From an optimization exercise on the open Yosys and OpenROAD flow, aimed at small area and a short achievable clock period; shortcuts taken in it are not production practice. The RTL was checked by simulation tests, not by an equivalence proof against the original design. Power figures rest on the tool's default switching activity, not on a simulated workload.

==> flow/design.v (outline; a module is shown in full before it is edited, if it fits) <==
// module FA: 6 lines
// module HA: 6 lines
// module HSEL: 6 lines
// module Two_neuron: 1121 lines
module Two_neuron (clk,reset,enable,wgt1,wgt2,inp,out_vector);
  // ...
==> flow/flow/run.sh <==
#!/bin/bash
# The standard layout (the standard.sh, unchanged synthesis), with every input and
# output port buffered by a sky130_fd_sc_hd__buf_2 instead of the resizer's default pick.
set -e
export BUFFER_PORTS_ARGS="-buffer_cell sky130_fd_sc_hd__buf_2"
bash standard.sh > standard.log 2>&1
==> flow/standard.sh <==
#!/bin/bash
# synth_recipe.tcl (not shown) runs the flow's synth.tcl, then flattens the netlist and writes it again
# the make line also repeats each setting of config.mk as NAME=value (left out here)
make -C /OpenROAD-flow-scripts/flow DESIGN_CONFIG=/design/flow/config.mk WORK_HOME=/design/flow/orfs CLKGATE_MAP_FILE= SYNTH_SCRIPT=/design/flow/synth_recipe.tcl "${@:-finish}"
==> flow/config.mk <==
export PLATFORM = sky130hd
export DESIGN_NAME = Two_neuron
export DESIGN_NICKNAME = Two_neuron
export VERILOG_FILES = /design/flow/design.v
export SDC_FILE = /design/flow/constraint.sdc
export NUM_CORES = 4
export LEC_CHECK = 0
export CAP_MARGIN = 50
export CORE_MARGIN = 2
export CORE_UTILIZATION = 40
export SLEW_MARGIN = 70
export SYNTH_HIERARCHICAL = 1
export SYNTH_MINIMUM_KEEP_SIZE = 0
==> flow/constraint.sdc <==
create_clock -name core_clock -period 25.0 [get_ports {clk}]
set_input_delay 5.0000 -clock core_clock [delete_from_list [all_inputs] [get_ports {clk}]]
set_output_delay 5.0000 -clock core_clock [all_outputs]
set_load 0.01 [all_outputs]
==> run summary, run 1 <==
Floorplan
During I/O placement, the number of pins put on the boundary was between 200 and 300. The area inside the core boundary is about 85000 µm². The x dimension of the die is 297 µm. The overall die area is 88100 µm².

Drt
In the detailed route, the total length drawn on met2 is 49600 µm. The first detailed-routing pass ran for 5 iterations. Summed over all nets, wire length on met3 after detailed routing comes to between 4000 and 5000 µm.

Power
The highest-power group is combinational cells. The total power after layout is 4.92 mW. Summed over all cells, the static leakage comes to around 16 nW. The internal portion of the total power is 2.57 mW.

Setup path
In this run the worst setup path begins at wgt1[53]. The worst reg-to-reg setup slack is approximately 17 ns. The critical path is of the primary input to flop type. STA classifies the critical path startpoint as a primary input. The destination of the critical timing path is q13_3.

Cells and area
The count of clock buffers in the final design is 48. The flip-flop and latch area is around 5500 µm². The register with the most flip-flops in the layout has between 60 and 70 of them. The fraction of area in clock buffers and inverters is 3.15%. For this run, combinational gates with multiple inputs come to roughly 2800.

Yosys
In the post-synthesis netlist, the biggest area contributors are fa_1 40%, dfxtp_1 16%, ha_1 6.0%. The number of synthesis warnings is 7. Synthesis handed over a netlist of 3402 instances. The proportion of register bits with asynchronous set or reset after synthesis is 0%.

The mux share of post-synthesis cell area is about 1.3%. The xor and xnor fraction of the mapped netlist area is 3.55%. Ranked by instance count, the synthesized netlist is headed by 684 x fa_1, 493 x nand2_1, 316 x and2_1.

Global routing
The layer with the highest usage is met2.

Timing
The timing-limited maximum frequency is 114 MHz.

Place
The number of buffers inserted by port buffering is between 200 and 250.

Worst hold path
The tightest min-delay check is of the flop to flop type.

Clock network
For the worst-skew pair, the clock arrives at the later sink with an insertion delay of about 0.56 ns. The root buffer cell is clkbuf_16.

Run status
The run finished with no timing, DRC or antenna violations.
==> run 2, diff against run 1 <==
--- a/flow/config.mk
+++ b/flow/config.mk
@@ -6,8 +6,8 @@
 export NUM_CORES = 4
 export LEC_CHECK = 0
-export CAP_MARGIN = 50
+export CAP_MARGIN = 20
 export CORE_MARGIN = 2
 export CORE_UTILIZATION = 40
-export SLEW_MARGIN = 70
+export SLEW_MARGIN = 20
 export SYNTH_HIERARCHICAL = 1
 export SYNTH_MINIMUM_KEEP_SIZE = 0
==> run 2 against run 1 <==
  * Still clean on timing, DRC and antenna
  * Global-route usage is 0.19 points lower
  * Sequential share of layout area is 0.17 points higher
  * Core utilization is 0.65 points lower
  * Clock skew is 0.0019 ns higher
  * Via count hardly changed
==> run summary, run 2 <==
Clock network
CTS placed an instance of clkbuf_16 at the clock tree root. The latest clock arrival within the worst-skew pair came to 0.56 ns (about the same). Once the clock tree was built, the resizer swapped 0 gates to a different size. The number of H-tree levels is 2. In this run, post-CTS hold repair placed 0 buffers. Clock tree synthesis inserted a total of 35 buffers. TritonCTS built the clock tree. The worst-case clock buffer depth is 3.

After clock tree synthesis, the clock-pin slew on the worst setup and hold paths is 0.06 ns. The number of clock sinks is approximately 280. The number of setup buffers added after CTS is 0.

Cells and area
The number of flip-flops in the largest register is 64 (unchanged). For this run, the share of the core covered by cells in the final layout is 44.1%. The fraction of final layout cells sized beyond drive strength 1 is between 10% and 20%. From synthesis to final layout, the design area changed by 9.20%. Once layout is complete, the cells apart from fillers number about 4700. The library cell used most frequently in the layout, excluding fill and tap cells, is fa_1. The largest register by flop count is pw. In the layout the commonest cells are 684 x fa_1, 493 x nand2_1, 316 x and2_1, 274 x dfxtp_1, 234 x buf_2.

The total number of nets in the final design is between 4000 and 5000. Once layout is done, the placed cells without fillers occupy roughly 37000 µm².

Place
The number of buffers inserted by port buffering is 234 (unchanged). The post-detailed-placement cell area is roughly 36000 µm². The placed wire-length estimate is slightly above 80000 µm. At the end of routability-driven placement, the weighted congestion stood at roughly 1. The number of placed instances, taps included, is between 4000 and 5000. The pre-CTS setup slack is about 16 ns.

Setup path
In this run the critical register-to-register path is launched from q10_0. The path type of the worst setup path is primary input to flop. The worst path arrival time is ~9 ns. The worst-path cell with the longest stage delay is fa_1.

STA classifies the critical path startpoint as a primary input. The worst setup path is captured at a flop. The worst reg-to-reg setup slack is 16.85 ns (-0.12 ns). In this design, the stage delay of the slowest critical-path cell is ~0.5 ns. Together, buffers and inverters on the worst path number 1.

By instance count, the cell type seen most on the critical path is fa_1. In this design, the largest share of critical-path delay is due to adder cells. The critical path goes through buf_2, nand2_1, fa_1, fa_1, fa_1, fa_1, fa_1, fa_1, fa_1, fa_1. The reg-to-reg endpoint is o4[0].

The worst register-to-register path has a depth of 24. The maximum fanout along the worst path is 8. At the worst endpoint, the required time is roughly 25 ns.

Power
Across the VDD grid, the largest voltage drop is around 0.00011 V. The total power after layout was 4.72 mW (-4.2%). The power per unit of standard cell area is between 100 and 150 nW/µm². The static power due to leakage is 15.6 nW (-1.2%).

Timing
The setup violation total in the final timing report is 0. In this run the tightest slew margin relative to its limit is a little over two fifths. The final worst slack is between 15 and 20 ns.

The hold violation count in the final report is 0. At the pin with the least slew margin, the transition time is between 0.8 and 0.9 ns. Adding up every negative setup slack in the final design gives 0 ns. Setup repair after global routing left no endpoint under its margin.

The timing-limited maximum frequency is 114 MHz (about the same). The share of the clock period used by the worst path after layout is a little over a third. The post-layout minimum cycle time is around 8.8 ns.

The minimum hold slack is between 0.4 and 0.5 ns. The number of max-slew violations in the final report was 0. The clock arrives with between 0.02 and 0.025 ns of skew.

Yosys
After synthesis, the mean cell area works out to 10.1 µm². The number of flops mapped to enable cells by yosys is 0. The proportion of register bits with asynchronous set or reset after synthesis is 0% (unchanged). Among all flip-flop cells after synthesis, the most frequent one is dfxtp_1. The number of synthesis warnings is 7 (unchanged). The synthesized instance count is 3402 (unchanged). Counting flops and latches in the post-synthesis netlist gives ~280. The synthesized netlist occupies a cell area of roughly 34000 µm².

In the post-synthesis netlist, the cell with the most instances is fa_1. The number of unique standard cell types used by synthesis is between 80 and 90. The sequential fraction of the synthesis area is between 10% and 20%. Summed over all instances, the cell type with the most area after synthesis is fa_1. After synthesis, the cell types taking the most area are fa_1 40%, dfxtp_1 16%, ha_1 6.0%. After synthesis, the most frequently instantiated cells are 684 x fa_1, 493 x nand2_1, 316 x and2_1.

In this run the biggest area consumer among cell types represents approximately 40% of the synthesized area.

Drt
The number of nets still failing antenna checks after routing is 0. The vias after detailed routing is between 20000 and 25000. The mean routed wirelength per cell is around 21 µm.

The total routed wirelength is 98300 µm. The detailed router finished its first iteration with 1412 violations. The detailed-routing iteration count for the pre-antenna-repair pass came to 5 (unchanged).

The DRC violation count after routing is 0. The via count normalized by instance count is approximately 5.3.

Global routing
The initial antenna violation count was 10. The global-route wire length before repair is between 150000 and 200000 µm. Global routing used around 22% of the available tracks.

The pin count of the biggest net entering global routing is 56. The remaining global-route overflow is 0. The via count of the first global-routing pass is roughly 26000.

Floorplan
The height of the die is slightly below 300 µm. The area inside the core boundary is 85000 µm² (unchanged). The x dimension of the die was 297 µm (unchanged). The overall die area was 88100 µm² (unchanged). The count of pins on the block boundary is 259 (unchanged). The floorplan row count is roughly 110. The initial core utilization is about two fifths.

Worst hold path
For hold timing, the worst endpoint is cnt[3]. Counting instances, the worst hold path has a depth of 2. The worst hold path belongs to the class flop to flop. The startpoint identified for the worst hold timing path is cnt[2].

Run status
The flow ran to the end and the layout has no timing, DRC or antenna violations.

Run
Max-cap violations in this run came to 0.
==> run 2: cell count changes in the layout (fill, tap and decap cells not counted), moves of 4 or more <==
cell,delta
dfxtp_1,+13
nor3_1,+7
nor3_2,-7
a2111oi_4,-4
xor2_1,+7
xnor2_2,-9
xnor2_1,+12
dfxtp_2,-13
xor2_2,-6
nor4_1,+4
==> run 2: layout make-up <==
cell class / instances / area [µm²]
fill: 8187 / 47600
antenna: 1 / 2.50
clock inverter: 14 / 188
clock buffer: 48 / 1020
sequential: 276 / 5530
timing repair buffer: 259 / 1360
tap: 1144 / 1430
multi-input combinational: 2804 / 27400
inverter: 132 / 495
==> run 2: layer usage <==
layer  GRT usage [%]  part of all wire [%]
met1            28.0                    41
met2            39.4                    50
met3            3.39                   5.3
met4            6.51                   3.1
met5               0                 0.046
==> run 2: worst max path at each step <==
stage               startpoint  endpoint  slack (ns)  cells past startpoint
floorplan             wgt1[34]     q13_3       15.92                     10
global placement        inp[5]     q14_2       15.72                     10
detailed placement      inp[8]     q13_3       15.69                     10
CTS                    wgt1[9]      q5_0       16.28                     10
global route          wgt1[55]     q13_3       16.13                     10
finish                wgt1[11]     q13_3       16.23                     10
==> run 2: logic make-up after synthesis <==
group / Yosys count / synth area share [%]
AND/OR/NAND/NOR: 1337 / 19.9
AO/OA/AOI/OAI: 410 / 9.01
XOR/XNOR: 136 / 3.55
multiplexers: 44 / 1.29
adder cells (fa/ha/maj): 849 / 45.9
flip-flops: 276 / 16.1
other: 1 / 0.0109
buffers and inverters: 349 / 4.24
==> run 2: modules after synthesis, one instance, submodules excluded <==
module / area [µm²] / flops+latches / cells inside / times used
HSEL: 92.6 / 0 / 11 / 4
Two_neuron: 20100 / 276 / 2662 / 1
HA: 12.5 / 0 / 1 / 12
FA: 20.0 / 0 / 1 / 684
==> run 2: power by group <==
group	leakage [nW]	total [mW]	switching, mW	internal [mW]
Sequential	2.29	0.673	0.0455	0.628
Combinational	12.7	3.51	1.97	1.53
Clock	0.595	0.535	0.209	0.326
==> run 2: tightest hold or removal path, cell delays in order, from the launching register on <==
cell and delay (ns):
dfxtp_1 0.32, nand4_1 0.08, nor2_1 0.04
==> run 3, diff against run 2 <==
--- a/flow/config.mk
+++ b/flow/config.mk
@@ -9,4 +9,7 @@
 export CORE_MARGIN = 2
 export CORE_UTILIZATION = 40
+export CTS_BUF_LIST = sky130_fd_sc_hd__clkbuf_8
+export CTS_CLUSTER_DIAMETER = 60
+export CTS_CLUSTER_SIZE = 16
 export SLEW_MARGIN = 20
 export SYNTH_HIERARCHICAL = 1
==> run 3 against run 2 <==
  * Non-clock buffer count did not move
  * Combinational power barely moved
  * Clock power fell by about 30%
  * Sequential cell count did not move
  * Worst setup slack improved by 0.096 ns
  * Total power fell by 3.2%
  * Register-to-register slack barely moved
  * Global-route usage fell by 0.17 points
  * Sequential share of layout area rose by 0.17 points
==> run summary, run 3 <==
Yosys
The proportion of register bits with asynchronous set or reset after synthesis is 0% (unchanged). The sequential fraction of the synthesis area was 16.1% (unchanged). The commonest cells after synthesis are 684 x fa_1, 493 x nand2_1, 316 x and2_1.

The post-synthesis sequential element count is 276 (unchanged). The number of unique standard cell types used by synthesis is 85 (unchanged). The number of synthesis warnings is 7 (unchanged). The mean cell area of the mapped netlist is 10.1 µm² (unchanged).

The leading register cell type out of synthesis is dfxtp_1. The cell area after synthesis was 34300 µm² (unchanged). The synthesized design spends more area on one cell type than any other, namely fa_1. The most common cell in the netlist is fa_1.

The number of flops mapped to enable cells by yosys is 0 (unchanged). The synthesized instance count is 3402 (unchanged). Sorting the synthesized cells by area gives the leading types as fa_1 40%, dfxtp_1 16%, ha_1 6.0%. The share of Yosys cell area claimed by the top area cell type was 39.9% (unchanged).

Power
The combinational fraction of design power is 77.0% (+2.6 points). The power per unit of standard cell area is 123 nW/µm² (-2.0%). The proportion of total power due to net switching is 48.8% (+1.6 points). The part of the power in registers is 14.7% (+0.4 points). The total power after layout came to 4.57 mW (-3.2%). The static power due to leakage is 15.4 nW (-1.4%). The internal power was 2.34 mW (-6.0%). The maximum VDD drop is 0.000109 V (+2.1%).

The switching power is 2.23 mW (about the same). The share of power burned in the clock network is 8.2% (-3.1 points).

Drt
The mean routed wirelength per cell is 20.9 µm (-0.32%). The violation count after the first detailed-route iteration is 1353 (-4.2%). The total routed wirelength is 97900 µm (-0.39%).

The vias after detailed routing is 24885 (-0.16%). The via count normalized by instance count is 5.32 (-0.10%). The DRC violation count after routing is 0 (unchanged).

The detailed-routing iteration count for the pre-antenna-repair pass is 7 (+2). The number of nets still failing antenna checks after routing is 0 (unchanged).

Global routing
The remaining global-route overflow is 0 (unchanged). The global-route wire length before repair was 152000 µm (-0.37%). The pin count of the biggest net entering global routing is 56 (unchanged). The initial antenna violation count is 10 (unchanged).

The global router's overall resource usage was 22.1% (-0.17 points). The via count of the first global-routing pass is 26049 (-0.39%).

Clock network
The post-cts sizing count is 0 (unchanged). TritonCTS built the clock tree. In this run the clock root is driven by a clkbuf_8. The number of hold buffers added after CTS is 0 (unchanged). The latest clock arrival within the worst-skew pair was 0.68 ns (+0.12 ns). The number of setup buffers added after CTS came to 0 (unchanged). The number of clock sinks is 276 (unchanged). The number of H-tree levels is 1 (-1). The clock-pin slew of the registers on the worst-case setup and hold paths is 0.09 ns (+0.03 ns). The TritonCTS buffer count came to 31 (-11%). The worst-case clock buffer depth is 3 (unchanged).

Cells and area
The area of all placed cells without fillers came to 37000 µm² (-1.1%). The total number of nets in the final design is 4548 (-0.088%). In the layout the commonest cells are 684 x fa_1, 493 x nand2_1, 316 x and2_1, 274 x dfxtp_1, 234 x buf_2. The fraction of final layout cells sized beyond drive strength 1 was 10.1% (+0.040 points). Counting flops per register, the top entry is pw. The number of flip-flops in the largest register came to 64 (unchanged). Compared with the post-synthesis result, the final layout area differs by 7.95%.

Leaving out fill and tap cells, the most frequent cell in the layout is fa_1.

Timing
The largest clock skew in the final design is 0.0393 ns (+0.0178 ns). The post-layout minimum cycle time is 8.68 ns (-0.0961 ns). The minimum hold slack is 0.478 ns (+0.00903 ns).

The setup violation total in the final timing report is 0 (unchanged). The transition time of the tightest slew-check pin was 0.845 ns (+0.000436 ns). The timing-limited maximum frequency was 115 MHz (+1.1%). The hold violation count in the final report is 0 (unchanged). The sum of negative setup slack is 0 ns (unchanged). The relative slew slack is 43.5% (about the same). Setup repair after global routing left no endpoint under its margin. The number of max-slew violations in the final report was 0 (unchanged). The share of the clock period used by the worst path after layout is 34.7% (-0.38 points).

Worst hold path
The startpoint of the most critical hold path is cnt[2]. The path class of the tightest hold or removal check is flop to flop. The depth of the worst hold-timing path is 2 (unchanged).

The end point of the most critical hold path is cnt[3].

Floorplan
The height of the die came to 297 µm (unchanged). The x dimension of the die is 297 µm (unchanged). The floorplan row count was 107 (unchanged). The initial core utilization came to 40.4% (unchanged). The overall die area is 88100 µm² (unchanged). The area inside the core boundary came to 85000 µm² (unchanged).

The count of pins on the block boundary came to 259 (unchanged).

Setup path
The worst setup path is launched from a primary input. The reg-to-reg endpoint is o4[0]. The maximum fanout along the worst path is 8 (unchanged).

The critical path is of the primary input to flop type. The endpoint required time on the critical path was 25.52 ns (+0.10 ns). The startpoint identified for the worst register-to-register timing path is q10_0. The worst path arrival time is 9.20 ns (about the same). The endpoint type of the worst setup path is a flop. The worst reg-to-reg setup slack is 16.84 ns (about the same). The depth of the worst register-to-register path was 24 (unchanged).

Place
The number of buffers inserted by port buffering is 234 (unchanged). The placed wire-length estimate is 82200 µm (unchanged). The post-detailed-placement cell area came to 36300 µm² (unchanged). The final weighted congestion of routability-driven global placement is 0.995 (unchanged).

Run
The number of violations of the max-capacitance limit is 0 (unchanged).

Run status
The flow ran to the end and the layout has no timing, DRC or antenna violations.
## run 3: per-module statistics from Yosys (local to each module, per instance)
module	copies in the design	area [µm²]	cells inside	flip-flops and latches
HSEL	4	92.6	11	0
FA	684	20.0	1	0
Two_neuron	1	20100	2662	276
HA	12	12.5	1	0
## run 3: per-layer routing
metal  vias to the layer above  global-route usage [%]  wire length [µm]
li1                      11363                       -                 -
met1                     12554                    28.1             40400
met2                       782                    39.4             49300
met3                       180                    2.97              5380
met4                         6                    5.94              2820
met5                         -                       0                44
## run 3: per-stage QoR
stage / setup slack, ns / utilization, % / cells
after floorplan: 15.92 / - / 3429
after global placement: 15.72 / 42.6 / 4615
after detailed placement: 15.69 / 42.6 / 4615
after CTS: 16.42 / 43.5 / 4673
after global routing: 16.18 / 43.6 / 4673
final: 16.32 / 43.6 / 4675
## run 3: kinds of logic after synthesis
family	Yosys count	share of synthesized area [%]
other cells	1	0.0109
flops	276	16.1
xor+xnor	136	3.55
simple gates	1337	19.9
compound gates	410	9.01
buf+inv	349	4.24
fa+ha+maj	849	45.9
mux	44	1.29
## run 3: power groups by stage
stage | clock network (mW) | registers (mW) | logic (mW)
global route | 0.412 | 0.684 | 3.98
finish | 0.376 | 0.672 | 3.52
floorplan | 0 | 0.666 | 2.58
CTS | 0.395 | 0.675 | 3.54
global placement | 0 | 0.684 | 3.44
detailed placement | 0 | 0.684 | 3.52
## run 3: worst max-delay path by stage
stage	startpoint	endpoint	slack, ns	depth (start not counted)
after floorplan	wgt1[34]	q13_3	15.92	10
after global placement	inp[5]	q14_2	15.72	10
after detailed placement	inp[8]	q13_3	15.69	10
after CTS	inp[8]	q13_3	16.42	10
after global routing	q10_0	o7[3]	16.18	25
final	wgt1[55]	q13_3	16.32	10
## run 3: critical path, stage by stage
cell and delay [ns]:
buf_2 0.27, and2_1 0.25, fa_1 0.45, fa_1 0.44, fa_1 0.48, fa_1 0.45
fa_1 0.50, fa_1 0.45, fa_1 0.43, fa_1 0.46
## run 3: area by class of cell
| type | instances | area, µm² |
|---|---|---|
| Fill cell | 8231 | 48000 |
| Multi-Input combinational cell | 2804 | 27400 |
| Sequential cell | 276 | 5530 |
| Tap cell | 1144 | 1430 |
| Timing Repair Buffer | 259 | 1360 |
| Inverter | 132 | 495 |
| Clock buffer | 32 | 440 |
| Clock inverter | 26 | 330 |
| Antenna cell | 2 | 5.00 |

port drivers added, routing unchanged:
In the flow no input, the clock included, has a driving cell. The finished layouts below were timed again as built, in two steps. Step 1 (the two cells are an assumption about what drives the block):
set clk [get_ports {clk}]
set_driving_cell -lib_cell sky130_fd_sc_hd__clkbuf_16 $clk
set_driving_cell -lib_cell sky130_fd_sc_hd__buf_2 [delete_from_list [all_inputs] $clk]
Step 2 adds t to the input delays and takes it off the output delays; t is the mean of the earliest and latest rising clock arrival at the registers after step 1. Input paths then give back, and output paths get back, about the clock's delay inside the block. Slacks: ideal ports / drivers / drivers and shift; pairs: ideal ports / drivers.
run | t, ns | slack for setup (ns) | worst setup path at the end | slew at the worst register clock pin (ns) | cell pins on the clock port's net
run 1 | 0.608 | 16.231 / 16.213 / 15.605 | input to register | 0.07 / 0.07 | 1
run 2 | 0.603 | 16.226 / 16.227 / 15.625 | input to register | 0.06 / 0.06 | 1
run 3 | 0.706 | 16.322 / 16.336 / 15.630 | input to register | 0.11 / 0.11 | 1
After both steps setup and hold are still met in every run listed. The setup slack of run 3, which loses most, moves by +0.014 ns with the drivers and by -0.692 ns with both steps.
